Context: an optimization exercise on an open-source flow, tuned for small area, a short achievable clock period and few clock cycles per item. The choices shown serve that exercise and are no tape-out recipe.
RTL that was checked went through simulation tests only; none was proved equivalent to the original.
For runs 1 to 3, only the layout was checked, not whether the RTL still works.
The clock port is modelled as an ideal driver; clocking choices that lean on that would not hold on a real chip.
No activity file was given, so power comes from the tool's default toggle rates.

==> flow/design.v <==
`timescale 1ns / 1ps
module lzss_decoder (
  input logic rst_,
  input logic clk,
  input logic literal,
  input logic data_ready,
  input logic [3*8-1:0] data_in,
  output logic new_data_ready,
  output logic data_valid,
  output logic [8-1:0] data_out
);
  localparam int WIN = 56;
  logic       t_valid;
  logic       t_lit;       
  logic       t_copy;      
  logic [7:0] t_byte;      
  logic [7:0] t_len;
  logic [7:0] hist [WIN-1:0];
  logic [7:0]     rem;       
  logic           act;       
  logic           e_free;    
  logic           lit;       
  logic [7:0]     e_byte;    
  logic [WIN-1:0] sel;       
  logic           clr;       
  logic       accept;
  logic       e_load;
  logic       in_far;
  logic       in_copy;
  logic [7:0] nxt_rem;
  logic [5:0] nxt_dcnt;
  logic       nxt_t_valid;
  logic [7:0] byte_out;
  assign accept   = data_ready & new_data_ready;
  assign e_load   = t_valid & e_free;
  assign in_far   = (|data_in[15:6]) | (data_in[5:3] == 3'b111);
  assign in_copy  = !literal && !in_far && data_in[23:16] != 8'd0;
  assign data_out = hist[0];
  always_comb begin
    byte_out = lit ? e_byte : 8'd0;
    for (int i = 0; i < WIN; i++)
      byte_out = byte_out | (sel[i] ? hist[i] : 8'd0);
  end
  always_comb begin
    if (e_load)
      nxt_rem = t_lit ? 8'd1 : (t_copy ? t_len : 8'd0);
    else if (act)
      nxt_rem = rem - 8'd1;
    else
      nxt_rem = rem;
    nxt_dcnt    = e_load ? t_byte[5:0] : e_byte[5:0] - 6'd1;
    nxt_t_valid = accept | (t_valid & !e_free);
  end
  always_ff @(posedge clk) begin
    if (accept) begin
      t_lit  <= literal;
      t_copy <= in_copy;
      t_byte <= data_in[7:0];
      t_len  <= data_in[23:16];
    end
  end
  always_ff @(posedge clk) begin
    hist[0] <= byte_out;
    if (act) begin
      for (int i = WIN-1; i >= 1; i--) hist[i] <= hist[i-1];
    end
  end
  always_ff @(posedge clk) begin
    e_byte <= {e_load ? t_byte[7:6] : e_byte[7:6], nxt_dcnt};
  end
  always_ff @(posedge clk) begin
    if (!rst_) begin
      lit <= 1'b0;
      sel <= WIN'(1);
    end else if (e_load) begin
      lit <= t_lit;
      for (int i = 0; i < WIN; i++) sel[i] <= t_copy ? t_byte[5:0] == 6'(i) : (i == 0 && !t_lit);
    end else if (clr) begin
      lit <= 1'b0;
      sel <= WIN'(1);
    end
  end
  always_ff @(posedge clk) begin
    if (!rst_) begin
      t_valid        <= 1'b0;
      rem            <= '0;
      act            <= 1'b0;
      e_free         <= 1'b1;
      clr            <= 1'b0;
      new_data_ready <= 1'b1;
      data_valid     <= 1'b0;
    end else begin
      t_valid        <= nxt_t_valid;
      rem            <= nxt_rem;
      act            <= nxt_rem != 8'd0;
      e_free         <= nxt_rem <= 8'd1;
      clr            <= nxt_rem == 8'd1 || (nxt_rem != 8'd0 && nxt_dcnt == 6'd0);
      new_data_ready <= !nxt_t_valid || nxt_rem <= 8'd1;
      data_valid     <= act;
    end
  end
endmodule
==> flow/run.sh <==
#!/bin/bash
# synth_recipe.tcl (not shown) runs the flow's synth.tcl, then flattens the netlist and writes it again
# the make line also repeats each setting of config.mk as NAME=value (left out here)
make -C /OpenROAD-flow-scripts/flow DESIGN_CONFIG=/design/flow/config.mk WORK_HOME=/design/flow/orfs CLKGATE_MAP_FILE= SYNTH_SCRIPT=/design/flow/synth_recipe.tcl finish
==> flow/config.mk <==
export PLATFORM = sky130hd
export DESIGN_NAME = lzss_decoder
export DESIGN_NICKNAME = lzss_decoder
export VERILOG_FILES = /design/flow/design.v
export SDC_FILE = /design/flow/constraint.sdc
export NUM_CORES = 4
export LEC_CHECK = 0
export CAP_MARGIN = 20
export CORE_MARGIN = 2
export CORE_UTILIZATION = 65
export CTS_CLUSTER_DIAMETER = 80
export CTS_CLUSTER_SIZE = 25
export SETUP_SLACK_MARGIN = 3.0
export SLEW_MARGIN = 20
==> flow/constraint.sdc <==
create_clock -name core_clock -period 5.0 [get_ports {clk}]
set_input_delay 1.0000 -clock core_clock [delete_from_list [all_inputs] [get_ports {clk}]]
set_output_delay 1.0000 -clock core_clock [all_outputs]
set_load 0.01 [all_outputs]
==> results of run 1 <==
-- cell type report --
| class | instances | area share (%) |
|---|---|---|
| Clock inverter | 1 | 0.0176 |
| Antenna cell | 2 | 0.0235 |
| Multi-Input combinational cell | 510 | 17.9 |
| Clock buffer | 43 | 3.35 |
| Inverter | 8 | 0.170 |
| Sequential cell | 545 | 73.2 |
| Timing Repair Buffer | 66 | 3.08 |
| Tap cell | 390 | 2.29 |
-- where the power goes --
part | switching (W) | leakage, nW | internal, W
combinational | 0.00109 | 1.45 | 0.000552
clock | 0.00133 | 0.346 | 0.000982
sequential | 0.00117 | 5.18 | 0.00734
total | 0.00359 | 6.98 | 0.00887
-- layout by cell type (no fill, tap or decap), types with 10 or more instances in the layout --
| master | Yosys | layout |
|---|---|---|
| nand2_1 | 13 | 10 |
| a221oi_1 | 96 | 95 |
| clkbuf_16 | 0 | 26 |
| dfxtp_1 | 85 | 32 |
| nor2_1 | 74 | 73 |
| clkbuf_1 | 72 | 17 |
| clkdlybuf4s50_1 | 0 | 27 |
| a22o_1 | 96 | 96 |
| buf_4 | 0 | 21 |
| dfxtp_2 | 0 | 49 |
| a21oi_1 | 10 | 10 |
| or4_1 | 11 | 10 |
| buf_6 | 1 | 11 |
| a22oi_1 | 83 | 83 |
| nand4_1 | 33 | 33 |
| edfxtp_1 | 460 | 460 |
-- cell families (layout without fill, tap and decap cells) --
family | count (synthesis) | after routing | share of synthesized area, %
compound gates | 312 | 312 | 13.2
xor+xnor | 8 | 8 | 0.359
fa+ha+maj | 2 | 2 | 0.128
buf+inv | 85 | 118 | 1.68
flops | 545 | 545 | 79.5
mux | 1 | 1 | 0.0769
other cells | 0 | 2 | 0
simple gates | 184 | 187 | 5.06
-- final timing paths --
kind	end	depth (start not counted)
worst min-delay path	e_byte[6]$_DFFE_PP_	0
worst min register to register	e_byte[6]$_DFFE_PP_	0
worst max register to register	clr$_SDFF_PN0_	5
worst max-delay path	data_out[6]	1
-- routing by layer --
metal  routed length (um)  share of wire [%]  GRT usage [%]  vias to the layer above
met3                 9000                 16           12.6                      187
met2                24100                 43           52.0                      954
met5                    0                  0              0                        -
met4                 3500                6.2           17.6                        0
li1                     -                  -              -                     4762
met1                19700                 35           49.6                     5845
-- registers in the layout, indices dropped and copies added (netlist names) --
signal,count
hist,448
sel,56
e_byte,8
rem,8
t_byte,8
t_len,8
act,1
clr,1
data_valid,1
e_free,1
lit,1
new_data_ready,1
t_copy,1
t_lit,1
t_valid,1
-- per-stage QoR --
stage	util, %	power [W]	cell area (sq um)
floorplan	-	0.00908	19600
global placement	68.1	0.00984	20200
detailed placement	68.1	0.00991	20200
CTS	71.6	0.0124	21200
global route	71.9	0.0129	21300
finish	71.9	0.0125	21300
-- worst register-to-register path, cell delays in order (launching register included) --
cell	delay, ns
dfxtp_4	0.35
or4b_4	0.58
o311ai_4	0.29
nand3_4	0.11
a211oi_4	0.30
mux2_4	0.33
-- timing repair --
| action | 4_1_cts | 5_1_grt |
|---|---|---|
| setup endpoints to repair | 257 | 256 |
| gates cloned | 1 | 3 |
| gates resized for setup | 97 | 32 |
| pin swaps | 4 | 5 |
| hold buffers | 0 | 0 |
| buffers inserted | 19 | 1 |
==> impl_metrics.toml, run 1 <==
[route]
postRouteAntennaNets = 0
wl_per_cell_um = 36.0
drt-initial-drc-count = 2252
drt_pass1_iterations = 7
vias = 11700
via_per_inst = 7.51
drc_errors = 0
routed_wl_um = 56300

[worst_setup_path]
critPathTopFamily = "flip-flops"
rrSetupSlack_ns = 2.95
regToRegStartpoint = "rem[4]$_SDFF_PN0_"
startpoint = "hist[0][6]$_DFF_P_"
critical_path_required_ns = 4.00
worstPathArrival_ns = 1.05
crit_fanout = 2
critPathMaxStageDelay_ns = 0.37
crit_chain = "buf_6"
critPathLaunchType = "register"
critPathSlowestCell = "dfxtp_4"
critical_path_class = "reg -> out"
cp-end-kind = "output pin"
worst-path-buf-inv = 1

[yosys]
synth-async-reset-ratio_pct = 0
synthFlopType = "edfxtp_1"
synth.net_count = 1167
synthTopCellsByArea = "edfxtp_1, dfxtp_1, a221oi_1"
synth_warnings = 2
ys_types = 51
yosysMostFrequentCell = "edfxtp_1"
synth_seq_area_share_pct = 79.5
postSynthAreaPerCell_sq_um = 17.2
syn-cell-area_sq_um = 19500
synth_top_cell_by_area = "edfxtp_1"
synth_cells = 1137
synth-edff-count = 460
ys_top_cells_by_count = "edfxtp_1, a221oi_1, a22o_1, dfxtp_1, a22oi_1"
ys_ff_latch = 545
yosysTopAreaCellShare_pct = 70.7

[finish]
fin_cells = 1565
n_fill_cell = 1903
multi_input_comb_area_sq_um = 3810
nets = 1186
area_growth_pct = 9.14
area.sequential_sq_um = 15600
drive_above_1_share_pct = 12.9

[status]
run_status = "no timing/DRC/antenna violations"

[grt]
track_usage_pct = 36.1
antenna_found_initial = 0
grt_overflow = 0
grt_pass1_wl_um = 77400
grt_pass1_vias = 10900
grt_max_degree = 194

[sta]
slew_viol_final = 0
worst_slew_pin_slew_ns = 1.11
skew_ns = 0.0153
slew_headroom_pct = 26.0
holdWs_ns = 0.434
rsz0062_at_grt = "true"
final.period_utilization_pct = 41.1
fin_ws_ns = 2.95
fmax_ghz = 0.487
period_minus_slack_ns = 2.05
tns_ns = 0
hold_viol_final = 0
finalSetupViolations = 0

[floorplan]
dieHeight_um = 177
die_w_um = 177
start_util_pct = 65.9
die_area_sq_um = 31400
core_area_sq_um = 29600
num_rows = 63
io_pins = 38

[placed_design]
portBuffers = 37
gp_congestion = 0.892
place_ws_ns = 2.33
dp_hpwl_um = 33000
dp_cells = 1495

[clock_tree]
cts_tree = "built"
cts_buffers = 25
cts_buffer_depth = 3
clk_latency_ns = 0.57
cts-root-buf = "clkbuf_16"
clkSinkCount = 545
htreeDepth = 1
clk_pin_slew_ns = 0.10

[power_and_ir_drop]
p_leak_nw = 6.98
worst_ir_drop_vdd_mv = 0.668
p_per_area_nw_per_um2 = 585

[run]
maxCapViolations = 0

[hold_path]
hold_path.class = "reg -> reg"
worstHoldStart = "t_byte[6]$_DFFE_PP_"
==> run 2: changes to the inputs <==
--- a/flow/config.mk
+++ b/flow/config.mk
@@ -7,8 +7,8 @@
 export LEC_CHECK = 0
 export CAP_MARGIN = 20
 export CORE_MARGIN = 2
-export CORE_UTILIZATION = 65
-export CTS_CLUSTER_DIAMETER = 80
-export CTS_CLUSTER_SIZE = 25
+export CORE_UTILIZATION = 55
+export CTS_CLUSTER_DIAMETER = 60
+export CTS_CLUSTER_SIZE = 30
 export SETUP_SLACK_MARGIN = 3.0
 export SLEW_MARGIN = 20
==> impl_metrics.toml, run 2 <==
[status]
run_status = "no timing/DRC/antenna violations"

[sta]
skew_ns = 0.0206
period_minus_slack_ns = 2.06
slew_headroom_pct = 22.9
fmax_ghz = 0.485
hold_viol_final = 0
finalSetupViolations = 0
slew_viol_final = 0
rsz0062_at_grt = "true"
tns_ns = 0
worst_slew_pin_slew_ns = 1.16
fin_ws_ns = 2.94
final.period_utilization_pct = 41.3
holdWs_ns = 0.432

[grt]
antenna_found_initial = 1
grt_pass1_wl_um = 80000
grt_max_degree = 188
grt_overflow = 0
grt_pass1_vias = 11000
track_usage_pct = 31.8

[route]
drc_errors = 0
wl_per_cell_um = 35.1
via_per_inst = 7.14
vias = 11800
drt_pass1_iterations = 6
routed_wl_um = 58100
postRouteAntennaNets = 0
drt-initial-drc-count = 1971

[yosys]
ys_top_cells_by_count = "edfxtp_1, a221oi_1, a22o_1, dfxtp_1, a22oi_1"
ys_types = 51
synth.net_count = 1167
syn-cell-area_sq_um = 19500
synth-async-reset-ratio_pct = 0
yosysTopAreaCellShare_pct = 70.7
synthFlopType = "edfxtp_1"
yosysMostFrequentCell = "edfxtp_1"
synth_cells = 1137
postSynthAreaPerCell_sq_um = 17.2
synthTopCellsByArea = "edfxtp_1, dfxtp_1, a221oi_1"
synth_warnings = 2
ys_ff_latch = 545
synth_seq_area_share_pct = 79.5
synth-edff-count = 460
synth_top_cell_by_area = "edfxtp_1"

[finish]
area_growth_pct = 12.4
top_regs = "hist: 448 flops, sel: 56 flops"
final_common_cell = "edfxtp_1"
top_register = "hist"
n_fill_cell = 2593
layout_common_cells = "edfxtp_1, a22o_1, a221oi_1"
largest_reg_flops = 448
drive_above_1_share_pct = 15.4
nets = 1196
final_cell_area_sq_um = 22000
fin_cells = 1655

[clock_tree]
cts_tree = "built"
clk_pin_slew_ns = 0.08
cts_buffer_depth = 3
cts-root-buf = "clkbuf_16"
clkSinkCount = 545
clk_latency_ns = 0.56
cts_buffers = 37
htreeDepth = 2

[worst_setup_path]
crit_chain = "or4b_4, o311ai_4, nand3_4, a211oi_4, mux2_4"
worst-path-buf-inv = 0
crit_fanout = 4
critPathTopFamily = "simple AND/OR/NAND/NOR gates"
cp-end-kind = "register"
critPathLaunchType = "register"
critical_path_required_ns = 5.43
worstPathArrival_ns = 2.50
critPathMaxStageDelay_ns = 0.57
critical_path_class = "reg -> reg"
critPathSlowestCell = "or4b_4"

[floorplan]
num_rows = 69
dieHeight_um = 192
start_util_pct = 55.4
io_pins = 38
core_area_sq_um = 35200
die_w_um = 192
die_area_sq_um = 37000

[power_and_ir_drop]
p_leak_nw = 7.25
p_per_area_nw_per_um2 = 612
worst_ir_drop_vdd_mv = 0.691

[placed_design]
place_area_sq_um = 20300
place_ws_ns = 2.25
portBuffers = 37
gp_congestion = 0.836
dp_hpwl_um = 34100
dp_cells = 1564

[run]
maxCapViolations = 0

[hold_path]
hold_path.class = "reg -> reg"
-- run 2: cell counts after synthesis --
Identical to the previous run, type by type.
-- run 2: worst register-to-register path, stage by stage, from the launching register on --
cell	delay (ns)
dfxtp_4	0.35
or4b_4	0.57
o311ai_4	0.30
nand3_4	0.11
a211oi_4	0.29
mux2_4	0.32
-- run 2: per-layer routing --
| metal | vias to the layer above | global-route usage [%] | part of all wire (%) |
|---|---|---|---|
| met5 | - | 0 | 0 |
| met1 | 6014 | 44.7 | 37 |
| met3 | 140 | 9.29 | 14 |
| met2 | 855 | 48.0 | 45 |
| met4 | 0 | 10.7 | 4.2 |
| li1 | 4805 | - | - |
-- run 2: cells by family (layout without fill, tap and decap cells) --
| group | Yosys count | count (layout) | synth area share [%] |
|---|---|---|---|
| flip-flops | 545 | 545 | 79.5 |
| AO/OA/AOI/OAI | 312 | 312 | 13.2 |
| AND/OR/NAND/NOR | 184 | 187 | 5.06 |
| buffers and inverters | 85 | 137 | 1.68 |
| XOR/XNOR | 8 | 8 | 0.359 |
| adder cells (fa/ha/maj) | 2 | 2 | 0.128 |
| multiplexers | 1 | 1 | 0.0769 |
| other | 0 | 2 | 0 |
-- run 2: area by class of cell --
type / instances / area, sq um / share of cell area, %
antenna: 2 / 5.00 / 0.0228
clock buffer: 37 / 926 / 4.22
clock inverter: 28 / 364 / 1.66
inverter: 8 / 36.3 / 0.165
multi-input combinational: 510 / 3790 / 17.3
sequential: 545 / 15600 / 71.0
tap: 461 / 577 / 2.63
timing repair buffer: 64 / 663 / 3.02
-- run 2: repair_timing --
item,CTS,global route
endpoints found under the setup margin,318,76
buffers inserted,20,1
cloned,1,2
pin swaps,4,2
hold buffers,0,0
resized for setup,103,17
-- run 2: final timing paths --
path / slack, ns / end / from / depth (start not counted)
hold / removal: 0.43 / e_byte[6]$_DFFE_PP_ / t_byte[6]$_DFFE_PP_ / 0
setup / recovery: 2.94 / clr$_SDFF_PN0_ / rem[4]$_SDFF_PN0_ / 5
hold reg to reg: 0.43 / e_byte[6]$_DFFE_PP_ / t_byte[6]$_DFFE_PP_ / 0
setup reg to reg: 2.94 / clr$_SDFF_PN0_ / rem[4]$_SDFF_PN0_ / 5
-- run 2: report_power, final --
group | leakage [nW] | switching [W] | internal [W]
Sequential | 5.18 | 0.00117 | 0.00735
Clock | 0.627 | 0.00176 | 0.00150
Combinational | 1.44 | 0.00109 | 0.000564
-- run 2: per-stage QoR --
step	total power, W	util [%]
global route	0.0139	62.3
detailed placement	0.00994	57.6
CTS	0.0134	62.2
global placement	0.00991	57.6
floorplan	0.00908	-
finish	0.0134	62.3
==> run 3: changes to the inputs <==
--- a/flow/design.v
+++ b/flow/design.v
@@ -21,7 +21,8 @@
   logic           e_free;    
   logic           lit;       
   logic [7:0]     e_byte;    
-  logic [WIN-1:0] sel;       
+  logic [7:0]     lo;        
+  logic [6:0]     hi;        
   logic           clr;       
   logic       accept;
   logic       e_load;
@@ -38,8 +39,13 @@
   assign data_out = hist[0];
   always_comb begin
     byte_out = lit ? e_byte : 8'd0;
-    for (int i = 0; i < WIN; i++)
-      byte_out = byte_out | (sel[i] ? hist[i] : 8'd0);
+    for (int j = 0; j < 7; j++) begin
+      logic [7:0] grp;
+      grp = 8'd0;
+      for (int k = 0; k < 8; k++)
+        grp = grp | (lo[k] ? hist[8*j+k] : 8'd0);
+      byte_out = byte_out | (hi[j] ? grp : 8'd0);
+    end
   end
   always_comb begin
     if (e_load)
@@ -71,13 +77,16 @@
   always_ff @(posedge clk) begin
     if (!rst_) begin
       lit <= 1'b0;
-      sel <= WIN'(1);
+      lo  <= 8'd1;
+      hi  <= 7'd1;
     end else if (e_load) begin
       lit <= t_lit;
-      for (int i = 0; i < WIN; i++) sel[i] <= t_copy ? t_byte[5:0] == 6'(i) : (i == 0 && !t_lit);
+      for (int k = 0; k < 8; k++) lo[k] <= t_copy ? t_byte[2:0] == 3'(k) : k == 0;
+      for (int j = 0; j < 7; j++) hi[j] <= t_copy ? t_byte[5:3] == 3'(j) : (j == 0 && !t_lit);
     end else if (clr) begin
       lit <= 1'b0;
-      sel <= WIN'(1);
+      lo  <= 8'd1;
+      hi  <= 7'd1;
     end
   end
   always_ff @(posedge clk) begin
--- a/flow/config.mk
+++ b/flow/config.mk
@@ -7,8 +7,8 @@
 export LEC_CHECK = 0
 export CAP_MARGIN = 20
 export CORE_MARGIN = 2
-export CORE_UTILIZATION = 55
-export CTS_CLUSTER_DIAMETER = 60
-export CTS_CLUSTER_SIZE = 30
+export CORE_UTILIZATION = 65
+export CTS_CLUSTER_DIAMETER = 80
+export CTS_CLUSTER_SIZE = 25
 export SETUP_SLACK_MARGIN = 3.0
 export SLEW_MARGIN = 20
==> impl_metrics.toml, run 3 <==
[yosys]
synth_seq_area_share_pct = 80.4
synth_compound_area_share_pct = 12.5
yosysMostFrequentCell = "edfxtp_1"
synth_mux_area_share_pct = 0.178
synth_top_family_by_area = "compound AO/OA/AOI/OAI gates"
postSynthAreaPerCell_sq_um = 17.5
syn-cell-area_sq_um = 18300
ys_top_cells_by_count = "edfxtp_1, a22oi_1, nand4_1, clkbuf_1, dfxtp_1"
synthTopCellsByArea = "edfxtp_1, a22oi_1, dfxtp_1"
synth-edff-count = 460
synth.net_count = 1073
yosysTopAreaCellShare_pct = 75.6
synth_top_cell_by_area = "edfxtp_1"
yosys.area_share.simple_pct = 4.90
synth_warnings = 2
synth-xor-area-share_pct = 0.288
ys_ff_latch = 504
synth-async-reset-ratio_pct = 0
ys_types = 55
synthFlopType = "edfxtp_1"
synth_fa_ha_area_share_pct = 0.137
synth_cells = 1043

[clock_tree]
cts_hold_buffers = 0
cts_buffers = 24
clk_pin_slew_ns = 0.09
cts_buffer_depth = 3
cts_tree = "built"
htreeDepth = 1
cts-root-buf = "clkbuf_16"
clkSinkCount = 504
clk_latency_ns = 0.57

[worst_setup_path]
critical_path_required_ns = 4.00
cp-end-kind = "output pin"
critical_path_class = "reg -> out"
worstPathArrival_ns = 1.07
critPathMaxStageDelay_ns = 0.39
critPathSlowestCell = "dfxtp_4"
critPathLaunchType = "register"
crit_fanout = 2
worst-path-buf-inv = 1
crit_chain = "buf_6"
critPathTopFamily = "flip-flops"

[finish]
fin_cells = 1464
layout_common_cells = "edfxtp_1, a22oi_1, nand4_1"
top_register = "hist"
area_growth_pct = 9.39
largest_reg_flops = 448
drive_above_1_share_pct = 10.0
final_cell_area_sq_um = 20000
final_common_cell = "edfxtp_1"
n_antenna_cell = 0
nets = 1102
n_fill_cell = 1727

[grt]
gr-usage-met3_pct = 2.83
antenna_found_initial = 0
grt_use_met2_pct = 40.5
grt_use_met1_pct = 39.8
grt_overflow = 0
grt_pass1_wl_um = 57100
top_usage_layer = "met2"
track_usage_pct = 25.8
grt_pass1_vias = 9683
grt_max_degree = 93

[route]
via_per_inst = 6.79
postRouteAntennaNets = 0
vias = 9944
drt-initial-drc-count = 1234
wl_per_cell_um = 25.7
drc_errors = 0
routed_wl_um = 37600
drt_pass1_iterations = 5

[placed_design]
place_area_sq_um = 19000
place_ws_ns = 1.82
dp_cells = 1407
dp_hpwl_um = 20200
gp_congestion = 0.797
portBuffers = 37

[floorplan]
core_area_sq_um = 27700
start_util_pct = 66.0
num_rows = 61
io_pins = 38
dieHeight_um = 172
die_area_sq_um = 29500
die_w_um = 172

[power_and_ir_drop]
worst_ir_drop_vdd_mv = 0.335
p_total_w = 0.0108
p_leak_nw = 6.30
p_per_area_nw_per_um2 = 541

[sta]
period_minus_slack_ns = 2.07
slew_viol_final = 0
skew_ns = 0.0196
worst_slew_pin_slew_ns = 0.868
finalSetupViolations = 0
rsz0062_at_grt = "true"
final.period_utilization_pct = 41.3
tns_ns = 0
fin_ws_ns = 2.93
fmax_ghz = 0.484
slew_headroom_pct = 42.0
hold_viol_final = 0

[hold_path]
hold_path.class = "reg -> reg"

[run]
maxCapViolations = 0

[status]
run_status = "no timing/DRC/antenna violations"
[run 3: cell types whose count changed after synthesis, moves of 6 or more]
cell,change
dfxtp_1,-41
nor2b_1,+8
a32oi_1,+7
a221oi_1,-96
nand2b_1,-6
or4_1,-10
a22oi_1,+181
a222oi_1,-8
clkbuf_1,-12
nor2_1,-50
nand4_1,+33
a22o_1,-96
[run 3: repair_timing]
| action | 4_1_cts | 5_1_grt |
|---|---|---|
| gates cloned | 1 | 0 |
| buffers inserted | 16 | 0 |
| gates resized for setup | 94 | 11 |
| endpoints found under the setup margin | 399 | 152 |
| pin swaps | 1 | 1 |
[run 3: stage by stage]
step | utilization [%] | hold WS, ns
after floorplan | - | 0.400
after global placement | 68.5 | 0.430
after detailed placement | 68.5 | 0.433
after CTS | 72.0 | 0.444
after global routing | 72.1 | 0.448
final | 72.1 | 0.444
[run 3: layer usage]
layer	wire, um	vias to the layer above
met5	0	-
li1	-	4394
met4	730	0
met2	17300	453
met1	16800	5052
met3	2710	45
[run 3: cell families (layout without fill, tap and decap cells)]
logic type                 Yosys count  count (layout)
muxes                                3               3
xor gates and xnor gates             6               6
adders and majority gates            2               2
and+or+nand+nor                    151             151
AOI/OAI and AO/OA                  303             303
DFF                                504             504
buffers and inverters               74             117
[run 3: area by class of cell]
class / instances / area (sq um) / area share, %
clock buffer: 37 / 649 / 3.25
inverter: 9 / 45.0 / 0.225
sequential: 504 / 14800 / 73.8
multi-input combinational: 465 / 3340 / 16.7
timing repair inverter: 1 / 6.26 / 0.0313
tap: 378 / 473 / 2.37
clock inverter: 3 / 41.3 / 0.207
timing repair buffer: 67 / 677 / 3.39
[run 3: final timing paths]
path              slack [ns]                  start  cells after the start               endpoint
hold / removal          0.44  hist[27][6]$_DFFE_PP_                      0  hist[28][6]$_DFFE_PP_
setup reg to reg        3.00        t_lit$_DFFE_PP_                      4         clr$_SDFF_PN0_
hold reg to reg         0.44  hist[27][6]$_DFFE_PP_                      0  hist[28][6]$_DFFE_PP_
setup / recovery        2.93     hist[0][6]$_DFF_P_                      1            data_out[6]
[run 3: power by group]
part / switching [W] / internal [W] / total [W]
clock network: 0.00125 / 0.000916 / 0.00216
logic: 0.000896 / 0.000614 / 0.00151
registers: 0.000784 / 0.00636 / 0.00714
==> run 4: changes to the inputs <==
==> flow/design.v (replaced) <==
`timescale 1ns / 1ps
module lzss_decoder (
  input logic rst_,
  input logic clk,
  input logic literal,
  input logic data_ready,
  input logic [3*8-1:0] data_in,
  output logic new_data_ready,
  output logic data_valid,
  output logic [8-1:0] data_out
);
  localparam int WIN = 56;
  logic [7:0] hist [WIN-1:0];
  logic [7:0] rem;       
  logic       act;       
  logic       lit;       
  logic [7:0] e_byte;    
  logic [7:0] lo;        
  logic [6:0] hi;        
  logic       clr;       
  logic       accept;
  logic       in_far;
  logic       in_copy;   
  logic [7:0] nxt_rem;
  logic [5:0] nxt_dcnt;
  logic [7:0] byte_out;
  assign accept   = data_ready & new_data_ready;
  assign in_far   = (|data_in[15:6]) | (data_in[5:3] == 3'b111);
  assign in_copy  = !literal && !in_far && data_in[23:16] != 8'd0;
  assign data_out = hist[0];
  always_comb begin
    byte_out = lit ? e_byte : 8'd0;
    for (int j = 0; j < 7; j++) begin
      logic [7:0] grp;
      grp = 8'd0;
      for (int k = 0; k < 8; k++)
        grp = grp | (lo[k] ? hist[8*j+k] : 8'd0);
      byte_out = byte_out | (hi[j] ? grp : 8'd0);
    end
  end
  always_comb begin
    if (accept)
      nxt_rem = literal ? 8'd1 : (in_copy ? data_in[23:16] : 8'd0);
    else if (act)
      nxt_rem = rem - 8'd1;
    else
      nxt_rem = rem;
    nxt_dcnt = accept ? data_in[5:0] : e_byte[5:0] - 6'd1;
  end
  always_ff @(posedge clk) begin
    hist[0] <= byte_out;
    if (act) begin
      for (int i = WIN-1; i >= 1; i--) hist[i] <= hist[i-1];
    end
  end
  always_ff @(posedge clk) begin
    e_byte <= {accept ? data_in[7:6] : e_byte[7:6], nxt_dcnt};
  end
  always_ff @(posedge clk) begin
    if (!rst_) begin
      lit <= 1'b0;
      lo  <= 8'd1;
      hi  <= 7'd1;
    end else if (accept) begin
      lit <= literal;
      for (int k = 0; k < 8; k++) lo[k] <= in_copy ? data_in[2:0] == 3'(k) : k == 0;
      for (int j = 0; j < 7; j++) hi[j] <= in_copy ? data_in[5:3] == 3'(j) : (j == 0 && !literal);
    end else if (clr) begin
      lit <= 1'b0;
      lo  <= 8'd1;
      hi  <= 7'd1;
    end
  end
  always_ff @(posedge clk) begin
    if (!rst_) begin
      rem            <= '0;
      act            <= 1'b0;
      clr            <= 1'b0;
      new_data_ready <= 1'b1;
      data_valid     <= 1'b0;
    end else begin
      rem            <= nxt_rem;
      act            <= nxt_rem != 8'd0;
      clr            <= nxt_rem == 8'd1 || (nxt_rem != 8'd0 && nxt_dcnt == 6'd0);
      new_data_ready <= nxt_rem <= 8'd1;
      data_valid     <= act;
    end
  end
endmodule
==> impl_metrics.toml, run 4 <==
[status]
run_status = "no timing/DRC/antenna violations"

[sta]
period_minus_slack_ns = 2.08
rsz0062_at_grt = "true"
finalSetupViolations = 0
worst_slew_pin_slew_ns = 1.14
slew_headroom_pct = 23.9
skew_ns = 0.0145
hold_viol_final = 0
slew_viol_final = 0
tns_ns = 0
fmax_ghz = 0.482
final.period_utilization_pct = 41.5

[hold_path]
hold_path.class = "reg -> reg"
worstHoldStart = "hist[4][7]$_DFFE_PP_"

[yosys]
ys_top_cells_by_count = "edfxtp_1, a22oi_1, nand4_1, clkbuf_1, dfxtp_1"
synth_cells = 1031
synthFlopType = "edfxtp_1"
synth.net_count = 1061
synth-edff-count = 442
yosysMostFrequentCell = "edfxtp_1"
synth_top_cell_by_area = "edfxtp_1"
ys_types = 45
synth_warnings = 2
synth-async-reset-ratio_pct = 0
postSynthAreaPerCell_sq_um = 17.1
ys_ff_latch = 484
synthTopCellsByArea = "edfxtp_1, a22oi_1, dfxtp_1"
syn-cell-area_sq_um = 17600
synth_seq_area_share_pct = 80.0
yosysTopAreaCellShare_pct = 75.2

[clock_tree]
cts_tree = "built"
htreeDepth = 1
cts_buffers = 23
cts_hold_buffers = 0
cts-root-buf = "clkbuf_16"
cts_buffer_depth = 3
clk_pin_slew_ns = 0.09
clkSinkCount = 484
clk_latency_ns = 0.54

[route]
wl_per_cell_um = 27.4
drt-initial-drc-count = 1536
postRouteAntennaNets = 0
drc_errors = 0
vias = 10200
via_per_inst = 7.21
routed_wl_um = 39000
drt_pass1_iterations = 5

[worst_setup_path]
critical_path_class = "in -> reg"
cp-end-kind = "register"
critPathTopFamily = "simple AND/OR/NAND/NOR gates"
critPathMaxStageDelay_ns = 0.55
worstPathArrival_ns = 2.51
critical_path_required_ns = 5.43
critPathLaunchType = "primary input"
startpoint = "data_in[22]"
worst-path-buf-inv = 2
critPathSlowestCell = "or4_4"
regToRegStartpoint = "act$_SDFF_PN0_"
crit_fanout = 6
crit_chain = "buf_6, or4_4, nor3_4, nor4_4, buf_4, nor2b_4, a32oi_2, nor2_1"

[run]
maxCapViolations = 0

[finish]
n_antenna_cell = 0
layout_common_cells = "edfxtp_1, a22oi_1, nand4_1"
n_fill_cell = 1575
top_register = "hist"
final_cell_area_sq_um = 19400
area_growth_pct = 9.86
fin_cells = 1421
final_common_cell = "edfxtp_1"
fin_util_pct = 72.3
drive_above_1_share_pct = 12.8
multi_input_comb_area_sq_um = 3420
area.sequential_sq_um = 14200
nets = 1093
largest_reg_flops = 448

[floorplan]
dieHeight_um = 169
num_rows = 60
io_pins = 38
start_util_pct = 65.9
core_area_sq_um = 26800
die_area_sq_um = 28500
die_w_um = 169

[grt]
grt_use_met2_pct = 42.2
track_usage_pct = 27.1
grt_overflow = 0
top_usage_layer = "met2"
grt_pass1_wl_um = 59300
grt_max_degree = 175
grt_pass1_vias = 10300
antenna_found_initial = 0
gr-usage-met3_pct = 4.44
grt_use_met1_pct = 40.3

[placed_design]
dp_hpwl_um = 19900
place_area_sq_um = 18300
dp_cells = 1347
gp_congestion = 0.853
portBuffers = 37

[power_and_ir_drop]
p_per_area_nw_per_um2 = 460
p_leak_nw = 6.16
worst_ir_drop_vdd_mv = 0.273
p_total_w = 0.00892
==> run 4: changes by cell type in the layout (fill, tap and decap cells not counted), moves of 7 or more <==
cell	before	now
edfxtp_1	460	442
dlygate4sd2_1	0	9
buf_4	20	29
nor2_1	24	31
clkdlybuf4s50_1	26	0
==> run 4: logic make-up (layout without fill, tap and decap cells) <==
group	count (synthesis)	count (layout)	share of synthesized area, %
xor+xnor	11	11	0.546
simple gates	158	158	5.09
compound gates	299	299	12.5
fa+ha+maj	2	2	0.142
mux	1	1	0.0567
buf+inv	76	125	1.67
flops	484	484	80.0
==> run 4: repair_timing <==
item / 4_1_cts / 5_1_grt
pin swaps: 15 / 20
setup buffers: 22 / 8
resized for setup: 119 / 33
cloned: 2 / 0
hold endpoints to repair: 0 / 0
endpoints found under the setup margin: 422 / 95
==> run 4: cell type report <==
cell class | instances | area share (%)
clock buffers | 39 | 3.28
clock inverters | 3 | 0.136
inverters | 10 | 0.232
multi-input cells | 471 | 17.6
flip-flops and latches | 484 | 73.1
well taps | 341 | 2.20
repair buffers | 71 | 3.39
repair inverters | 2 | 0.0516
==> run 4: path summary, 6_finish.rpt <==
check / endpoint / slack (ns) / depth (start not counted)
worst max-delay path: hi[4]$_SDFFE_PN0P_ / 2.92 / 8
worst min-delay path: hist[5][7]$_DFFE_PP_ / 0.45 / 0
worst max register to register: hist[51][3]$_DFFE_PP_ / 3.06 / 1
worst min register to register: hist[5][7]$_DFFE_PP_ / 0.45 / 0
==> run 4: per-stage QoR <==
step / worst slack (ns) / hold slack (ns)
after detailed placement: 1.60 / 0.435
after global routing: 2.88 / 0.465
after CTS: 2.93 / 0.449
final: 2.92 / 0.446
after global placement: 1.68 / 0.431
after floorplan: 0.0508 / 0.427
==> run 4: power by group <==
| group | internal, W | total (W) | switching [W] |
|---|---|---|---|
| Combinational | 0.000372 | 0.000920 | 0.000548 |
| Clock | 0.000887 | 0.00206 | 0.00117 |
| Sequential | 0.00545 | 0.00595 | 0.000494 |
| Total | 0.00671 | 0.00892 | 0.00221 |
==> run 4: per-layer routing <==
layer / wire length (um) / vias up
met5: 0 / -
met4: 1230 / 0
met3: 3550 / 87
met2: 18600 / 601
met1: 15700 / 5236
li1: - / 4323
Testbench counts of run 4, summed over its fixed seeds: cycles 20,574, bytes 20,566.
==> run 5: changes to the inputs <==
==> flow/design.v (replaced) <==
`timescale 1ns / 1ps
module lzss_decoder (
  input logic rst_,
  input logic clk,
  input logic literal,
  input logic data_ready,
  input logic [3*8-1:0] data_in,
  output logic new_data_ready,
  output logic data_valid,
  output logic [8-1:0] data_out
);
  localparam int WIN = 56;
  logic       t_valid;
  logic       t_lit;       
  logic       t_copy;      
  logic       t_len1;      
  logic       t_lenle1;    
  logic       t_off0;      
  logic [7:0] t_byte;      
  logic [7:0] t_len;
  logic [7:0] hist [WIN-1:0];
  logic [7:0] rem;       
  logic       act;       
  logic       e_free;    
  logic       lit;       
  logic [7:0] e_byte;    
  logic [7:0] lo;        
  logic [6:0] hi;        
  logic       clr;       
  logic       accept;
  logic       e_load;
  logic       in_far;
  logic [7:0] nxt_rem;
  logic       nxt_t_valid;
  logic       nxt_e_free;
  logic [7:0] byte_out;
  assign accept   = data_ready & new_data_ready;
  assign e_load   = t_valid & e_free;
  assign in_far   = (|data_in[15:6]) | (data_in[5:3] == 3'b111);
  assign data_out = hist[0];
  always_comb begin
    byte_out = lit ? e_byte : 8'd0;
    for (int j = 0; j < 7; j++) begin
      logic [7:0] grp;
      grp = 8'd0;
      for (int k = 0; k < 8; k++)
        grp = grp | (lo[k] ? hist[8*j+k] : 8'd0);
      byte_out = byte_out | (hi[j] ? grp : 8'd0);
    end
  end
  always_comb begin
    if (e_load)
      nxt_rem = t_lit ? 8'd1 : (t_copy ? t_len : 8'd0);
    else if (act)
      nxt_rem = rem - 8'd1;
    else
      nxt_rem = rem;
    nxt_e_free  = e_load ? (t_lit || !t_copy || t_lenle1) : rem <= 8'd2;
    nxt_t_valid = accept | (t_valid & !e_free);
  end
  always_ff @(posedge clk) begin
    if (accept) begin
      t_lit    <= literal;
      t_copy   <= !literal && !in_far && data_in[23:16] != 8'd0;
      t_len1   <= data_in[23:16] == 8'd1;
      t_lenle1 <= data_in[23:17] == 7'd0;
      t_off0   <= data_in[5:0] == 6'd0;
      t_byte   <= data_in[7:0];
      t_len    <= data_in[23:16];
    end
  end
  always_ff @(posedge clk) begin
    hist[0] <= byte_out;
    if (act) begin
      for (int i = WIN-1; i >= 1; i--) hist[i] <= hist[i-1];
    end
  end
  always_ff @(posedge clk) begin
    if (e_load) e_byte <= t_byte;
    else        e_byte[5:0] <= e_byte[5:0] - 6'd1;
  end
  always_ff @(posedge clk) begin
    if (!rst_) begin
      lit <= 1'b0;
      lo  <= 8'd1;
      hi  <= 7'd1;
    end else if (e_load) begin
      lit <= t_lit;
      for (int k = 0; k < 8; k++) lo[k] <= t_copy ? t_byte[2:0] == 3'(k) : k == 0;
      for (int j = 0; j < 7; j++) hi[j] <= t_copy ? t_byte[5:3] == 3'(j) : (j == 0 && !t_lit);
    end else if (clr) begin
      lit <= 1'b0;
      lo  <= 8'd1;
      hi  <= 7'd1;
    end
  end
  always_ff @(posedge clk) begin
    if (!rst_) begin
      t_valid        <= 1'b0;
      rem            <= '0;
      act            <= 1'b0;
      e_free         <= 1'b1;
      clr            <= 1'b0;
      new_data_ready <= 1'b1;
      data_valid     <= 1'b0;
    end else begin
      t_valid        <= nxt_t_valid;
      rem            <= nxt_rem;
      act            <= e_load ? (t_lit || t_copy) : rem >= 8'd2;
      e_free         <= nxt_e_free;
      clr            <= e_load ? (t_lit || (t_copy && (t_len1 || t_off0)))
                               : (act && (rem == 8'd2 || (rem >= 8'd2 && e_byte[5:0] == 6'd1)));
      new_data_ready <= !nxt_t_valid || nxt_e_free;
      data_valid     <= act;
    end
  end
endmodule
==> impl_metrics.toml, run 5 <==
[status]
run_status = "no timing/DRC/antenna violations"

[route]
via_per_inst = 6.84
drt-initial-drc-count = 1253
vias = 9971
postRouteAntennaNets = 0
drt_pass1_iterations = 5
wl_per_cell_um = 25.4
routed_wl_um = 37000
drc_errors = 0

[clock_tree]
cts_buffers = 24
cts_hold_buffers = 0
cts_tree = "built"
clkSinkCount = 507
clk_pin_slew_ns = 0.10
htreeDepth = 1
cts-root-buf = "clkbuf_16"
clk_latency_ns = 0.55
cts_buffer_depth = 3

[worst_setup_path]
cp.depth = 1
rrSetupSlack_ns = 3.08
critical_path_required_ns = 4.00
cp-endpoint = "data_out[6]"
regToRegStartpoint = "lo[6]$_SDFFE_PN0P_"
critPathTopFamily = "flip-flops"
worst-path-buf-inv = 1
critPathSlowestCell = "dfxtp_4"
reg2reg_depth = 5
startpoint = "hist[0][6]$_DFF_P_"
crit_chain = "buf_6"
reg2reg_to = "hist[0][3]$_DFF_P_"
crit_fanout = 2
critPathMaxStageDelay_ns = 0.38
cp-end-kind = "output pin"
critical_path_class = "reg -> out"
critPathLaunchType = "register"
worstPathArrival_ns = 1.05

[sta]
hold_viol_final = 0
worst_slew_pin_slew_ns = 0.964
tns_ns = 0
slew_viol_final = 0
fin_ws_ns = 2.95
slew_headroom_pct = 35.6
period_minus_slack_ns = 2.05
rsz0062_at_grt = "true"
skew_ns = 0.0207
finalSetupViolations = 0
final.period_utilization_pct = 40.9
fmax_ghz = 0.489

[hold_path]
hold_path.class = "reg -> reg"
hold_depth = 0

[placed_design]
gp_congestion = 0.786
place_ws_ns = 2.37
dp_hpwl_um = 19600
portBuffers = 37
place_area_sq_um = 19100

[power_and_ir_drop]
p_per_area_nw_per_um2 = 570
p_total_w = 0.0114
p_leak_nw = 6.08
worst_ir_drop_vdd_mv = 0.425

[finish]
area_growth_pct = 8.60
area.sequential_sq_um = 14800
final_cell_area_sq_um = 19900
n_fill_cell = 1792
top_register = "hist"
final_common_cell = "edfxtp_1"
nets = 1096
fin_util_pct = 71.7
largest_reg_flops = 448
multi_input_comb_area_sq_um = 3320
layout_common_cells = "edfxtp_1, a22oi_1, nand4_1"
drive_above_1_share_pct = 7.51

[floorplan]
die_area_sq_um = 29600
die_w_um = 172
start_util_pct = 66.0
io_pins = 38
dieHeight_um = 172
num_rows = 61
core_area_sq_um = 27800

[yosys]
ys_top_cells_by_count = "edfxtp_1, a22oi_1, nand4_1, clkbuf_1, dfxtp_1"
synth_seq_area_share_pct = 80.6
synthTopCellsByArea = "edfxtp_1, a22oi_1, dfxtp_1"
synthFlopType = "edfxtp_1"
yosysMostFrequentCell = "edfxtp_1"
synth-edff-count = 463
yosysTopAreaCellShare_pct = 75.8
ys_types = 42
ys_ff_latch = 507
synth_cells = 1049
synth-async-reset-ratio_pct = 0
synth_warnings = 2
synth_top_cell_by_area = "edfxtp_1"
postSynthAreaPerCell_sq_um = 17.5
syn-cell-area_sq_um = 18300
synth.net_count = 1081

[grt]
grt_pass1_wl_um = 55500
grt_max_degree = 148
grt_overflow = 0
antenna_found_initial = 1
grt_pass1_vias = 9544
track_usage_pct = 24.9

[run]
maxCapViolations = 0
-- run 5: cell count changes after synthesis, moves of 4 or more --
cell	previous run	this run
a21oi_1	13	8
edfxtp_1	442	463
inv_1	10	6
nand2_1	20	14
nor2_1	33	16
nor2b_1	5	18
-- run 5: kinds of logic (layout without fill, tap and decap cells) --
family                     count (synthesis)  in the layout  share of synthesized area, %
buffers and inverters                     73            102                          1.51
adders and majority gates                  4              4                         0.273
and+or+nand+nor                          150            150                          4.69
other                                      0              1                             0
xor gates and xnor gates                   6              6                         0.287
AOI/OAI and AO/OA                        309            309                          12.6
DFF                                      507            507                          80.6
-- run 5: power breakdown --
| group | total (W) | internal, W | switching, W |
|---|---|---|---|
| Sequential | 0.00760 | 0.00670 | 0.000899 |
| Clock | 0.00218 | 0.000947 | 0.00123 |
| Combinational | 0.00158 | 0.000568 | 0.00101 |
| Total | 0.0114 | 0.00821 | 0.00314 |
-- run 5: worst min-delay path by stage --
stage | end | slack (ns) | startpoint
6_report | hist[16][3]$_DFFE_PP_ | 0.44 | hist[15][3]$_DFFE_PP_
5_1_grt | hist[16][3]$_DFFE_PP_ | 0.43 | hist[15][3]$_DFFE_PP_
4_1_cts | hist[12][3]$_DFFE_PP_ | 0.43 | hist[11][3]$_DFFE_PP_
3_5_place_dp | hist[17][3]$_DFFE_PP_ | 0.43 | hist[16][3]$_DFFE_PP_
3_3_place_gp | hist[20][0]$_DFFE_PP_ | 0.43 | hist[19][0]$_DFFE_PP_
2_1_floorplan | e_byte[6]$_DFFE_PP_ | 0.40 | t_byte[6]$_DFFE_PP_
-- run 5: through the flow --
stage | std cells | hold WS [ns]
6_report | 1457 | 0.439
5_1_grt | 1456 | 0.432
3_5_place_dp | 1410 | 0.434
2_1_floorplan | 1049 | 0.400
4_1_cts | 1456 | 0.432
3_3_place_gp | 1410 | 0.429
-- run 5: what timing repair did --
action / in CTS / in global routing
resized for setup: 72 / 5
buffers inserted: 6 / 0
pin swaps: 0 / 0
cloned: 0 / 0
endpoints found under the setup margin: 41 / 18
-- run 5: layout make-up --
cell class	instances	area share (%)
inverter	7	0.138
multi-input combinational	469	16.7
timing repair buffer	55	2.87
antenna	1	0.0126
clock buffer	39	3.41
tap	378	2.37
clock inverter	1	0.101
sequential	507	74.4
-- run 5: layer usage --
layer  share of wire [%]  vias up  wire [um]  track usage, %
met3                 7.5       63       2780            3.55
li1                    -     4401          -               -
met5                   0        -          0               0
met2                  46      427      17100            38.1
met1                  44     5080      16200            38.5
met4                 2.5        0        933            6.61
Testbench counts of run 5, summed over its fixed seeds: cycles 20,582, bytes 20,566.
==> run 6: changes to the inputs <==
==> flow/flow/run.sh (new file) <==
#!/bin/bash
set -euo pipefail
R=orfs/results/${FLOW_PLATFORM}/lzss_decoder/base
bash standard.sh cts > 1_standard_to_cts.log 2>&1
cp $R/4_cts.odb $R/4_cts_orig.odb
R=$R openroad -no_init -exit flow/flatten_clock_tree.tcl > 2_flatten_clock_tree.log 2>&1
bash standard.sh finish > 3_standard_finish.log 2>&1
==> flow/flow/flatten_clock_tree.tcl (new file) <==
# Remove the root buffer that CTS put at the top of the clock tree: the clock
# port then drives the H-tree's first-level buffers directly (there are at most
# a few). Then re-legalise the placement.
set P $::env(FLOW_HOME)/platforms/$::env(FLOW_PLATFORM)
set R $::env(R)
read_db $R/4_cts_orig.odb
read_liberty $P/lib/sky130_fd_sc_hd__tt_025C_1v80.lib
read_sdc $R/4_cts.sdc
source $P/setRC.tcl

set block [ord::get_db_block]
set clknet [$block findNet clk]
set roots {}
foreach it [$clknet getITerms] { lappend roots [$it getInst] }
if {[llength $roots] != 1} { error "clock port drives [llength $roots] cells" }
set root [lindex $roots 0]
puts "root buffer: [$root getName] ([[$root getMaster] getName])"
set rootnet [[$root findITerm X] getNet]
set loads {}
foreach it [$rootnet getITerms] {
  if {[$it getInst] ne $root} { lappend loads $it }
}
if {[llength $loads] > 4} { error "root buffer drives [llength $loads] pins" }
foreach it $loads {
  puts "move [[$it getInst] getName] to the clock port"
  $it disconnect
  $it connect $clknet
}
[$root findITerm A] disconnect
[$root findITerm X] disconnect
odb::dbInst_destroy $root
odb::dbNet_destroy $rootnet
detailed_placement
check_placement -verbose
set_propagated_clock [all_clocks]
estimate_parasitics -placement
report_clock_latency
report_worst_slack -max
report_worst_slack -min
write_db $R/4_cts.odb
==> flow/standard.sh (new file) <==
#!/bin/bash
# synth_recipe.tcl (not shown) runs the flow's synth.tcl, then flattens the netlist and writes it again
# the make line also repeats each setting of config.mk as NAME=value (left out here)
make -C /OpenROAD-flow-scripts/flow DESIGN_CONFIG=/design/flow/config.mk WORK_HOME=/design/flow/orfs CLKGATE_MAP_FILE= SYNTH_SCRIPT=/design/flow/synth_recipe.tcl "${@:-finish}"
removed: flow/run.sh
==> impl_metrics.toml, run 6 <==
[worst_setup_path]
critPathLaunchType = "register"
cp-end-kind = "register"
critical_path_required_ns = 5.35
worstPathArrival_ns = 2.28
critical_path_class = "reg -> reg"
crit_fanout = 48

[yosys]
postSynthAreaPerCell_sq_um = 17.5
synth_top_cell_by_area = "edfxtp_1"
syn-cell-area_sq_um = 18300
synth_cells = 1049
ys_top_cells_by_count = "edfxtp_1, a22oi_1, nand4_1, clkbuf_1, dfxtp_1"
ys_types = 42
ys_ff_latch = 507
synthFlopType = "edfxtp_1"
synthTopCellsByArea = "edfxtp_1, a22oi_1, dfxtp_1"
synth_seq_area_share_pct = 80.6
synth.net_count = 1081
synth_warnings = 2
yosysTopAreaCellShare_pct = 75.8
synth-edff-count = 463
synth-async-reset-ratio_pct = 0
yosysMostFrequentCell = "edfxtp_1"

[sta]
slew_viol_final = 0
hold_viol_final = 0
finalSetupViolations = 0
fin_ws_ns = 3.07
rsz0062_at_grt = "false"
skew_ns = 0.0191
slew_headroom_pct = 37.3
final.period_utilization_pct = 38.6
period_minus_slack_ns = 1.93
fmax_ghz = 0.519
worst_slew_pin_slew_ns = 0.939
tns_ns = 0

[finish]
largest_reg_flops = 448
final_common_cell = "edfxtp_1"
area_growth_pct = 8.50
n_antenna_cell = 0
layout_common_cells = "edfxtp_1, a22oi_1, nand4_1"
top_register = "hist"
drive_above_1_share_pct = 7.43
fin_cells = 1455
nets = 1095

[power_and_ir_drop]
clkPwrFrac_pct = 18.8
p_comb_share_pct = 13.9
switching_share_pct = 27.6
worst_ir_drop_vdd_mv = 0.425
p_per_area_nw_per_um2 = 568
internal-power_w = 0.00818
p_leak_nw = 6.10
netSwitchingPower_w = 0.00312
seq_power_share_pct = 67.2

[clock_tree]
cts-root-buf = "clkbuf_16"
clk_pin_slew_ns = 0.10
cts_buffer_depth = 3
clk_latency_ns = 0.42
cts_buffers = 24
htreeDepth = 1
clkSinkCount = 507
cts_tree = "built"

[grt]
grt_pass1_wl_um = 55500
grt_overflow = 0
grt_pass1_vias = 9534
track_usage_pct = 24.8
grt_use_met1_pct = 38.7
top_usage_layer = "met1"
gr-usage-met3_pct = 2.93
grt_max_degree = 148
grt_use_met2_pct = 38.4
antenna_found_initial = 0

[route]
routed_wl_um = 37100
drt_pass1_iterations = 5
via_per_inst = 6.87
drc_errors = 0
drt-initial-drc-count = 1238
vias = 10000
wl_per_cell_um = 25.5
postRouteAntennaNets = 0

[floorplan]
start_util_pct = 66.0
die_area_sq_um = 29600
num_rows = 61
core_area_sq_um = 27800
dieHeight_um = 172
io_pins = 38
die_w_um = 172

[status]
run_status = "no timing/DRC/antenna violations"

[placed_design]
portBuffers = 37
dp_cells = 1410
dp_hpwl_um = 19600
gp_congestion = 0.786
place_ws_ns = 2.37

[hold_path]
hold_path.class = "reg -> reg"

[run]
maxCapViolations = 0
==> run 6: final cells by class <==
| cell class | count | area [sq um] |
|---|---|---|
| Tap cell | 378 | 473 |
| Clock inverter | 1 | 20.0 |
| Clock buffer | 38 | 653 |
| Inverter | 7 | 27.5 |
| Fill cell | 1791 | 7890 |
| Timing Repair Buffer | 55 | 582 |
| Multi-Input combinational cell | 469 | 3320 |
| Sequential cell | 507 | 14800 |
==> run 6: worst max-delay path: stages (launching register included) <==
cell,delay (ns)
dfxtp_2,0.49
buf_4,0.67
a22oi_1,0.21
nand4_1,0.21
a22oi_1,0.12
nand4_1,0.14
==> run 6: power groups by stage <==
| stage | Clock [W] | Combinational, W | Sequential [W] |
|---|---|---|---|
| 2_1_floorplan | 0 | 0.000677 | 0.00783 |
| 3_3_place_gp | 0 | 0.00147 | 0.00764 |
| 3_5_place_dp | 0 | 0.00148 | 0.00767 |
| 4_1_cts | 0.00222 | 0.00159 | 0.00759 |
| 5_1_grt | 0.00231 | 0.00174 | 0.00775 |
| 6_report | 0.00213 | 0.00157 | 0.00760 |
==> run 6: routing by layer <==
metal	up-vias	share of wire, %
li1	4392	-
met1	5115	44
met2	428	47
met3	67	7.1
met4	0	2.4
met5	-	0
==> run 6: stage by stage <==
stage / hold slack [ns] / total power, W / utilization, % / instance area (sq um)
2_1_floorplan: 0.400 / 0.00851 / - / 18400
3_3_place_gp: 0.429 / 0.00911 / 68.7 / 19100
3_5_place_dp: 0.434 / 0.00915 / 68.7 / 19100
4_1_cts: 0.432 / 0.0114 / 71.6 / 19900
5_1_grt: 0.432 / 0.0118 / 71.6 / 19900
6_report: 0.436 / 0.0113 / 71.6 / 19900
==> run 6: cells by family after synthesis <==
family / Yosys count / synth area share, %
flops: 507 / 80.6
fa+ha+maj: 4 / 0.273
buf+inv: 73 / 1.51
compound gates: 309 / 12.6
simple gates: 150 / 4.69
xor+xnor: 6 / 0.287
==> run 6: final timing paths <==
kind | start | endpoint | slack, ns | cells past startpoint
setup / recovery | lo[6]$_SDFFE_PN0P_ | hist[0][3]$_DFF_P_ | 3.07 | 5
hold / removal | hist[11][3]$_DFFE_PP_ | hist[12][3]$_DFFE_PP_ | 0.44 | 0
hold reg to reg | hist[11][3]$_DFFE_PP_ | hist[12][3]$_DFFE_PP_ | 0.44 | 0
setup reg to reg | lo[6]$_SDFFE_PN0P_ | hist[0][3]$_DFF_P_ | 3.07 | 5
==> run 6: repair_timing <==
| action | 4_1_cts | 5_1_grt |
|---|---|---|
| gates resized for setup | 72 | 9 |
| endpoints found under the setup margin | 41 | 37 |
| pin swaps | 0 | 3 |
| setup buffers | 6 | 0 |
| hold buffers | 0 | 0 |
==> run 7: changes to the inputs <==
--- a/flow/design.v
+++ b/flow/design.v
@@ -24,7 +24,8 @@
   logic       e_free;    
   logic       lit;       
   logic [7:0] e_byte;    
-  logic [7:0] lo;        
+  logic [7:0] lo_a;      
+  logic [7:0] lo_b;      
   logic [6:0] hi;        
   logic       clr;       
   logic       accept;
@@ -44,7 +45,8 @@
       logic [7:0] grp;
       grp = 8'd0;
       for (int k = 0; k < 8; k++)
-        grp = grp | (lo[k] ? hist[8*j+k] : 8'd0);
+        for (int b = 0; b < 8; b++)
+          grp[b] = grp[b] | ((b % 2 == 0 ? lo_a[k] : lo_b[k]) & hist[8*j+k][b]);
       byte_out = byte_out | (hi[j] ? grp : 8'd0);
     end
   end
@@ -82,16 +84,21 @@
   always_ff @(posedge clk) begin
     if (!rst_) begin
       lit <= 1'b0;
-      lo  <= 8'd1;
-      hi  <= 7'd1;
+      lo_a <= 8'd1;
+      lo_b <= 8'd1;
+      hi   <= 7'd1;
     end else if (e_load) begin
       lit <= t_lit;
-      for (int k = 0; k < 8; k++) lo[k] <= t_copy ? t_byte[2:0] == 3'(k) : k == 0;
+      for (int k = 0; k < 8; k++) begin
+        lo_a[k] <= t_copy ? t_byte[2:0] == 3'(k) : (k == 0 && !t_lit);
+        lo_b[k] <= t_copy ? t_byte[2:0] == 3'(k) : (k == 0 || t_lit);
+      end
       for (int j = 0; j < 7; j++) hi[j] <= t_copy ? t_byte[5:3] == 3'(j) : (j == 0 && !t_lit);
     end else if (clr) begin
-      lit <= 1'b0;
-      lo  <= 8'd1;
-      hi  <= 7'd1;
+      lit  <= 1'b0;
+      lo_a <= 8'd1;
+      lo_b <= 8'd1;
+      hi   <= 7'd1;
     end
   end
   always_ff @(posedge clk) begin
--- a/flow/config.mk
+++ b/flow/config.mk
@@ -7,8 +7,8 @@
 export LEC_CHECK = 0
 export CAP_MARGIN = 20
 export CORE_MARGIN = 2
-export CORE_UTILIZATION = 65
+export CORE_UTILIZATION = 75
 export CTS_CLUSTER_DIAMETER = 80
 export CTS_CLUSTER_SIZE = 25
-export SETUP_SLACK_MARGIN = 3.0
+export SETUP_SLACK_MARGIN = 3.15
 export SLEW_MARGIN = 20
==> impl_metrics.toml, run 7 <==
[power_and_ir_drop]
internal-power_w = 0.00821
switching_share_pct = 28.6
worst_ir_drop_vdd_mv = 0.504
p_comb_share_pct = 15.0
seq_power_share_pct = 66.4
p_per_area_nw_per_um2 = 569
clkPwrFrac_pct = 18.6
p_leak_nw = 6.34
p_total_w = 0.0115
netSwitchingPower_w = 0.00329

[status]
run_status = "no timing/DRC/antenna violations"

[clock_tree]
cts_buffers = 24
clk_latency_ns = 0.42
cts_tree = "built"
clk_pin_slew_ns = 0.10
htreeDepth = 1
clkSinkCount = 515
cts-root-buf = "clkbuf_16"
cts_buffer_depth = 3

[sta]
hold_viol_final = 0
fmax_ghz = 0.524
rsz0062_at_grt = "true"
slew_viol_final = 0
final.period_utilization_pct = 38.2
tns_ns = 0
worst_slew_pin_slew_ns = 0.908
skew_ns = 0.0146
finalSetupViolations = 0
slew_headroom_pct = 39.4
period_minus_slack_ns = 1.91

[yosys]
ys_ff_latch = 515
synth_seq_area_share_pct = 80.2
synthTopCellsByArea = "edfxtp_1, a22oi_1, dfxtp_1"
syn-cell-area_sq_um = 18600
synth-edff-count = 463
postSynthAreaPerCell_sq_um = 17.1
synth-async-reset-ratio_pct = 0
synthFlopType = "edfxtp_1"
synth.net_count = 1122
ys_top_cells_by_count = "edfxtp_1, a22oi_1, nand4_1, clkbuf_1, dfxtp_1"
ys_types = 48
synth_top_cell_by_area = "edfxtp_1"
synth_warnings = 2
yosysMostFrequentCell = "edfxtp_1"
yosysTopAreaCellShare_pct = 74.6
synth_cells = 1090

[worst_setup_path]
critical_path_required_ns = 4.00
regToRegStartpoint = "rem[2]$_SDFFE_PN0P_"
crit_fanout = 2
worstPathArrival_ns = 0.91
critPathMaxStageDelay_ns = 0.37
rrSetupSlack_ns = 3.21
critPathSlowestCell = "dfxtp_4"
cp.depth = 1
crit_chain = "buf_6"
critPathTopFamily = "flip-flops"
worst-path-buf-inv = 1
startpoint = "hist[0][6]$_DFF_P_"
reg2reg_depth = 4
reg2reg_to = "clr$_SDFF_PN0_"
cp-end-kind = "output pin"
cp-endpoint = "data_out[6]"
critical_path_class = "reg -> out"
critPathLaunchType = "register"

[route]
vias = 10700
routed_wl_um = 40000
via_per_inst = 7.39
wl_per_cell_um = 27.5
drc_errors = 0
postRouteAntennaNets = 0
drt_pass1_iterations = 8
drt-initial-drc-count = 1676

[finish]
largest_reg_flops = 448
drive_above_1_share_pct = 9.40
n_antenna_cell = 0
n_fill_cell = 1180
layout_common_cells = "edfxtp_1, a22oi_1, nand4_1"
nets = 1142
final_common_cell = "edfxtp_1"
area_growth_pct = 8.35
top_register = "hist"

[grt]
antenna_found_initial = 0
grt_max_degree = 130
grt_overflow = 0
grt_pass1_wl_um = 60000
grt_pass1_vias = 10400
track_usage_pct = 30.4

[floorplan]
num_rows = 57
die_w_um = 162
die_area_sq_um = 26100
start_util_pct = 76.4
core_area_sq_um = 24400
io_pins = 38
dieHeight_um = 162

[hold_path]
hold_path.class = "reg -> reg"
hold_depth = 0

[placed_design]
portBuffers = 37
dp_hpwl_um = 22000
gp_congestion = 0.813

[run]
maxCapViolations = 0
-- run 7: cell count changes in the layout (fill, tap and decap cells not counted), moves of 4 or more --
cell,change
dfxtp_1,+4
nand2_1,+7
a21oi_1,+12
nor2_1,+18
clkbuf_1,+4
dfxtp_4,-4
dfxtp_2,+8
nor2b_1,-14
buf_4,+9
dlymetal6s2s_1,-4
-- run 7: power groups by stage --
stage	combinational [W]	clock, W	sequential (W)
finish	0.00172	0.00214	0.00764
global route	0.00187	0.00227	0.00777
CTS	0.00168	0.00220	0.00761
detailed placement	0.00155	0	0.00768
global placement	0.00150	0	0.00762
floorplan	0.000807	0	0.00769
-- run 7: area by class of cell --
cell class / instances / area (sq um) / share of cell area [%]
repair inverters: 1 / 7.51 / 0.0372
flip-flops and latches: 515 / 15000 / 74.2
well taps: 324 / 405 / 2.01
repair buffers: 63 / 619 / 3.07
multi-input cells: 497 / 3460 / 17.1
clock inverters: 1 / 11.3 / 0.0558
inverters: 9 / 42.5 / 0.211
clock buffers: 42 / 668 / 3.31
-- run 7: routing by layer --
| metal | up-vias | share of wire [%] | GRT usage [%] |
|---|---|---|---|
| met5 | - | 0 | 0 |
| met4 | 0 | 4.0 | 11.7 |
| met3 | 130 | 10 | 4.73 |
| met2 | 788 | 48 | 47.4 |
| met1 | 5272 | 38 | 45.0 |
| li1 | 4537 | - | - |
-- run 7: timing repair --
item,CTS,global route
resized for setup,74,17
hold buffers,0,0
buffers inserted,13,3
endpoints found under the setup margin,420,172
hold endpoints to repair,0,0
gates cloned,2,0
pin swaps,4,4
-- run 7: cells by family (layout without fill, tap and decap cells) --
family | after synthesis | after routing | synth area share [%]
DFF | 515 | 515 | 80.2
AOI/OAI and AO/OA | 325 | 325 | 12.9
xor gates and xnor gates | 7 | 7 | 0.329
buffers and inverters | 79 | 116 | 1.59
adders and majority gates | 4 | 4 | 0.269
and+or+nand+nor | 160 | 161 | 4.75
-- run 7: through the flow --
step,setup WS (ns),util [%],std cells,instance area (sq um),hold WS (ns)
after global placement,2.32,79.2,1391,19300,0.409
after floorplan,0.663,-,1090,18700,0.400
after CTS,2.95,82.7,1450,20200,0.427
final,3.09,82.8,1452,20200,0.424
after global routing,3.07,82.8,1452,20200,0.451
after detailed placement,2.12,79.2,1391,19300,0.407
-- run 7: worst min-delay path by stage --
stage	from	end	slack, ns
2_1_floorplan	t_byte[6]$_DFFE_PP_	e_byte[6]$_DFFE_PP_	0.40
3_3_place_gp	t_byte[7]$_DFFE_PP_	e_byte[7]$_DFFE_PP_	0.41
3_5_place_dp	t_byte[7]$_DFFE_PP_	e_byte[7]$_DFFE_PP_	0.41
4_1_cts	t_byte[7]$_DFFE_PP_	e_byte[7]$_DFFE_PP_	0.43
5_1_grt	t_byte[7]$_DFFE_PP_	e_byte[7]$_DFFE_PP_	0.45
6_report	t_byte[7]$_DFFE_PP_	e_byte[7]$_DFFE_PP_	0.42
Testbench counts of run 7, summed over its fixed seeds: cycles 20,582, bytes 20,566.
==> run 8: changes to the inputs <==
--- a/flow/config.mk
+++ b/flow/config.mk
@@ -7,7 +7,7 @@
 export LEC_CHECK = 0
 export CAP_MARGIN = 20
 export CORE_MARGIN = 2
-export CORE_UTILIZATION = 75
+export CORE_UTILIZATION = 65
 export CTS_CLUSTER_DIAMETER = 80
 export CTS_CLUSTER_SIZE = 25
 export SETUP_SLACK_MARGIN = 3.15
==> impl_metrics.toml, run 8 <==
[worst_setup_path]
crit_chain = "buf_6"
regToRegStartpoint = "act$_SDFF_PN0_"
critPathTopFamily = "flip-flops"
critical_path_class = "reg -> out"
rrSetupSlack_ns = 3.18
reg2reg_depth = 1
critPathLaunchType = "register"
worstPathArrival_ns = 0.91
worst-path-buf-inv = 1
critPathSlowestCell = "dfxtp_4"
critPathMaxStageDelay_ns = 0.37
cp-end-kind = "output pin"
crit_fanout = 3
critical_path_required_ns = 4.00
reg2reg_to = "hist[52][5]$_DFFE_PP_"

[yosys]
synth_top_cell_by_area = "edfxtp_1"
syn-cell-area_sq_um = 18600
synth-edff-count = 463
ys_top_cells_by_count = "edfxtp_1, a22oi_1, nand4_1, clkbuf_1, dfxtp_1"
synthTopCellsByArea = "edfxtp_1, a22oi_1, dfxtp_1"
yosysMostFrequentCell = "edfxtp_1"
synth.net_count = 1122
synth_seq_area_share_pct = 80.2
ys_ff_latch = 515
postSynthAreaPerCell_sq_um = 17.1
synthFlopType = "edfxtp_1"
yosysTopAreaCellShare_pct = 74.6
synth-async-reset-ratio_pct = 0
synth_warnings = 2
ys_types = 48
synth_cells = 1090

[run]
maxCapViolations = 0

[sta]
hold_viol_final = 0
rsz0062_at_grt = "true"
fin_ws_ns = 3.09
skew_ns = 0.0112
period_minus_slack_ns = 1.91
tns_ns = 0
final.period_utilization_pct = 38.3
finalSetupViolations = 0
slew_headroom_pct = 39.0
fmax_ghz = 0.523
slew_viol_final = 0
worst_slew_pin_slew_ns = 0.914

[placed_design]
gp_congestion = 0.769
dp_hpwl_um = 20200
portBuffers = 37
place_ws_ns = 2.29

[power_and_ir_drop]
p_per_area_nw_per_um2 = 563
p_leak_nw = 6.31
worst_ir_drop_vdd_mv = 0.327

[floorplan]
die_w_um = 173
core_area_sq_um = 28000
start_util_pct = 66.5
die_area_sq_um = 30000
io_pins = 38
dieHeight_um = 173
num_rows = 61

[hold_path]
hold_depth = 0
holdPathEnd = "hist[41][3]$_DFFE_PP_"
worstHoldStart = "hist[40][3]$_DFFE_PP_"
hold_path.class = "reg -> reg"

[finish]
nets = 1134
n_fill_cell = 1776
final_common_cell = "edfxtp_1"
largest_reg_flops = 448
multi_input_comb_area_sq_um = 3450
area_growth_pct = 8.58
drive_above_1_share_pct = 8.93
layout_common_cells = "edfxtp_1, a22oi_1, nand4_1"
top_register = "hist"
n_antenna_cell = 0
area.sequential_sq_um = 15000

[grt]
track_usage_pct = 25.1
antenna_found_initial = 0
grt_pass1_vias = 9928
grt_max_degree = 163
grt_pass1_wl_um = 58500
grt_overflow = 0

[clock_tree]
cts-root-buf = "clkbuf_16"
clk_latency_ns = 0.42
clkSinkCount = 515
cts_buffers = 24
cts_buffer_depth = 3
clk_pin_slew_ns = 0.10
cts_tree = "built"
htreeDepth = 1

[route]
routed_wl_um = 38300
drt-initial-drc-count = 1380
postRouteAntennaNets = 0
drt_pass1_iterations = 5
wl_per_cell_um = 25.5
vias = 10300
drc_errors = 0
via_per_inst = 6.85

[status]
run_status = "no timing/DRC/antenna violations"
==> run 8: per-layer routing <==
layer,vias to the layer above,global-route usage [%],part of all wire [%]
met3,55,4.61,8.3
met1,5207,39.3,44
li1,4531,-,-
met4,0,5.86,2.1
met2,466,37.5,45
met5,-,0,0
==> run 8: cell families after synthesis <==
| kind of cell | after synthesis | share of synthesized area, % |
|---|---|---|
| buffers and inverters | 79 | 1.59 |
| AOI/OAI and AO/OA | 325 | 12.9 |
| adders and majority gates | 4 | 0.269 |
| xor gates and xnor gates | 7 | 0.329 |
| and+or+nand+nor | 160 | 4.75 |
| DFF | 515 | 80.2 |
==> run 8: worst max-delay path by stage <==
stage / from / end / cells past startpoint
6_report: hist[0][5]$_DFF_P_ / data_out[5] / 1
5_1_grt: hist[0][5]$_DFF_P_ / data_out[5] / 1
4_1_cts: hist[0][1]$_DFF_P_ / data_out[1] / 1
3_5_place_dp: rst_ / rem[7]$_SDFFE_PN0P_ / 3
3_3_place_gp: t_valid$_SDFF_PN0_ / lo_a[6]$_SDFFE_PN0P_ / 5
2_1_floorplan: act$_SDFF_PN0_ / rem[7]$_SDFFE_PN0P_ / 5
==> run 8: stage by stage <==
step	instance area (sq um)	hold WS (ns)	cells	total power (W)	util (%)
finish	20200	0.453	1498	0.0114	72.2
global route	20200	0.454	1498	0.0119	72.2
CTS	20200	0.454	1496	0.0114	72.0
detailed placement	19300	0.434	1441	0.00918	69.1
global placement	19300	0.429	1440	0.00913	69.0
floorplan	18700	0.400	1090	0.00849	-
==> run 8: timing repair <==
item | CTS | global route
gates cloned | 1 | 2
pin swaps | 3 | 4
resized for setup | 73 | 13
buffers inserted | 10 | 1
hold buffers | 0 | 0
endpoints found under the setup margin | 412 | 271
==> run 8: final cells by class <==
class                      instances  share of cell area [%]
clock buffer                      41                    3.28
timing repair buffer              56                    2.99
timing repair inverter             1                  0.0371
multi-input combinational        496                    17.0
tap                              378                    2.34
inverter                           9                   0.198
sequential                       515                    74.0
clock inverter                     2                  0.0680
==> run 8: power by group <==
| part | leakage (nW) | internal, W | switching [W] |
|---|---|---|---|
| clock | 0.324 | 0.000917 | 0.00124 |
| combinational | 1.17 | 0.000649 | 0.000985 |
| sequential | 4.81 | 0.00663 | 0.000974 |
| total | 6.31 | 0.00820 | 0.00320 |

Check on run 8: ideal ports give 3.087 ns setup slack; a clkbuf_16 on the clock port and buf_2 on the inputs give 3.024 ns; moving port delays by the midpoint clock arrival (0.482 ns) as well gives 2.744 ns.
